What follows belongs to an exercise in optimizing a design on an open flow for small area, a short achievable clock period and few clock cycles per item; a production flow would make more cautious choices.
Function was checked by simulation only, so behaviour that the tests miss may differ from the original.
Power figures rest on the tool's default switching activity, not on a simulated workload.

## CONV
module  CONV(
	input				clk,
	input				rst_n,
	input 				mode,
	input       		in_valid,
	output reg			out_valid,
	output 		[13:0] 	AWADDR,
	output		 [7:0] 	AWLEN,
	output 				AWVALID,
	input 				AWREADY,
	output reg  [31:0]	WDATA,
	output 				WVALID,
	input 				WREADY,
	output 		[13:0] 	ARADDR,
	output 		 [7:0] 	ARLEN,
	output 				ARVALID,
	input 				ARREADY,
	input		[31:0] 	RDATA,
	input 				RVALID,
	output reg			RREADY
);
Size in the first run: roughly 2700 cells after synthesis, about 640 flip-flops, about 120 I/O pins, roughly 34000 um2 of cells after synthesis.
Settings: LEC_CHECK=0, CAP_MARGIN=20, CORE_MARGIN=2, CORE_UTILIZATION=40, SETUP_SLACK_MARGIN=4.6, SLEW_MARGIN=20; clock period 8.0 ns.
run.sh (not shown) runs the stock make flow with config.mk's settings and CLKGATE_MAP_FILE= SYNTH_SCRIPT=/design/flow/synth_recipe.tcl, a recipe that flattens the netlist after the stock synthesis.
The starting point passed the timing, DRC and antenna checks.
Testbench counts at the start, summed over its fixed seeds: cycles 224,425, images 12.
Change:
- CAP_MARGIN: 20 -> 5
- CTS_BUF_LIST: default -> sky130_fd_sc_hd__clkbuf_4 sky130_fd_sc_hd__clkbuf_8
- SLEW_MARGIN: 20 -> 5
Register-to-register slack improved by 0.097 ns.
Fmax goes up by 2.8%.
Cell area goes down by 1.3%.
Non-clock buffer count goes down by 25.
Power goes down by 2.1%.
Via count goes up by 0.31%.
Count of clock-buffer cells in the layout goes up by 48.
Wire length goes down by 1.0%.


north:
Starting RTL as in the previous note.
Settings: LEC_CHECK=0, ABC_AREA=1, CAP_MARGIN=20, CORE_MARGIN=2, CORE_UTILIZATION=40, CTS_BUF_LIST=sky130_fd_sc_hd__clkbuf_4, SETUP_SLACK_MARGIN=4.6, SLEW_MARGIN=20; clock period 8.0 ns.
Testbench counts of north, summed over its fixed seeds: cycles 224,425, images 12.
Changes in south relative to north:
# north
export LEC_CHECK = 0
export ABC_AREA = 1
export CAP_MARGIN = 20
export CORE_MARGIN = 2
export CORE_UTILIZATION = 40
export CTS_BUF_LIST = sky130_fd_sc_hd__clkbuf_4
export SETUP_SLACK_MARGIN = 4.6
export SLEW_MARGIN = 20
create_clock -name core_clock -period 8.0 [get_ports {clk}]
# south
export LEC_CHECK = 0
export CAP_MARGIN = 20
export CORE_MARGIN = 2
export CORE_UTILIZATION = 40
export CTS_BUF_LIST = sky130_fd_sc_hd__clkbuf_4 sky130_fd_sc_hd__clkbuf_8
export SETUP_SLACK_MARGIN = 4.6
export SLEW_MARGIN = 20
create_clock -name core_clock -period 8.0 [get_ports {clk}]
==> run notes <==
Non-clock buffer contribution to total cell area: lower on north. [compare] base=north new=south: critical path depth now sits higher, setup slack up 20 ps, global-route usage has decreased.


Starting RTL as in the previous note.
Settings: LEC_CHECK=0, CAP_MARGIN=5, CORE_MARGIN=2, CORE_UTILIZATION=55, CTS_BUF_LIST=sky130_fd_sc_hd__clkbuf_4 sky130_fd_sc_hd__clkbuf_8, PLACE_DENSITY=0.7, SETUP_SLACK_MARGIN=4.6, SLEW_MARGIN=5; clock period 8.0 ns.
Testbench counts at the start, summed over its fixed seeds: cycles 224,425, images 12.
==> next run, changes <==
==> flow/config.mk (replaced) <==
export PLATFORM = sky130hd
export DESIGN_NAME = CONV
export DESIGN_NICKNAME = CONV
export VERILOG_FILES = /design/flow/design.v
export SDC_FILE = /design/flow/constraint.sdc
export NUM_CORES = 4
export LEC_CHECK = 0
export CAP_MARGIN = 20
export CORE_MARGIN = 2
export CORE_UTILIZATION = 40
export CTS_BUF_LIST = sky130_fd_sc_hd__clkbuf_4 sky130_fd_sc_hd__clkbuf_8
export SETUP_SLACK_MARGIN = 4.8
export SLEW_MARGIN = 20
Result: The changed run produced a clean layout. Synthesized cell count is unchanged. Cell area went up by 3.7%. Worst setup slack gets better by 0.018 ns. Synthesized area is unchanged. Core utilization went down by 16 points.
==> next run, changes <==
--- a/flow/config.mk
+++ b/flow/config.mk
@@ -9,5 +9,6 @@
 export CORE_MARGIN = 2
-export CORE_UTILIZATION = 40
+export CORE_UTILIZATION = 60
 export CTS_BUF_LIST = sky130_fd_sc_hd__clkbuf_4 sky130_fd_sc_hd__clkbuf_8
-export SETUP_SLACK_MARGIN = 4.8
+export PLACE_DENSITY = 0.75
+export SETUP_SLACK_MARGIN = 4.6
 export SLEW_MARGIN = 20
Setup slack got worse by 0.068 ns.
Cell count goes down by 11%.
Count of clock-buffer cells in the layout grows by 8.

[separate check: timing with driven ports]
Ports are ideal in the flow. The routed layouts listed here were re-timed in OpenROAD.
Step 1 (the two cells are an assumption about what drives the block):
set clk [get_ports {clk}]
set_driving_cell -lib_cell sky130_fd_sc_hd__clkbuf_16 $clk
set_driving_cell -lib_cell sky130_fd_sc_hd__buf_2 [delete_from_list [all_inputs] $clk]
Step 2 times the ports against the registers' clock, not the clock port: input delays grow and output delays shrink by t, the midpoint of the rising clock arrivals with the driver on.
Three values: no drivers, after step 1, after step 2; two values: the first two.
| run | shift t [ns] | setup WS [ns] | slew at the worst register clock pin (ns) | cell pins on the clock port's net |
|---|---|---|---|---|
| the first run of note 1 | 0.673 | 4.439 / 4.439 / 4.029 | 0.07 / 0.07 | 1 |
| the second run of note 1 | 0.793 | 4.536 / 4.536 / 3.950 | 0.08 / 0.08 | 1 |
| north | 1.033 | 4.485 / 4.485 / 3.545 | 0.08 / 0.08 | 1 |
| south | 0.768 | 4.505 / 4.505 / 4.130 | 0.07 / 0.07 | 1 |
| the first run of note 3 | 0.770 | 4.466 / 4.466 / 3.865 | 0.07 / 0.07 | 1 |
| the second run of note 3 | 0.760 | 4.485 / 4.485 / 4.029 | 0.07 / 0.07 | 1 |
| the third run of note 3 | 0.768 | 4.417 / 4.417 / 4.206 | 0.07 / 0.07 | 1 |
After both steps setup and hold are still met in every run listed. For north, which loses most, drivers alone change the setup slack by 0.000 ns; drivers and shift together by -0.940 ns.
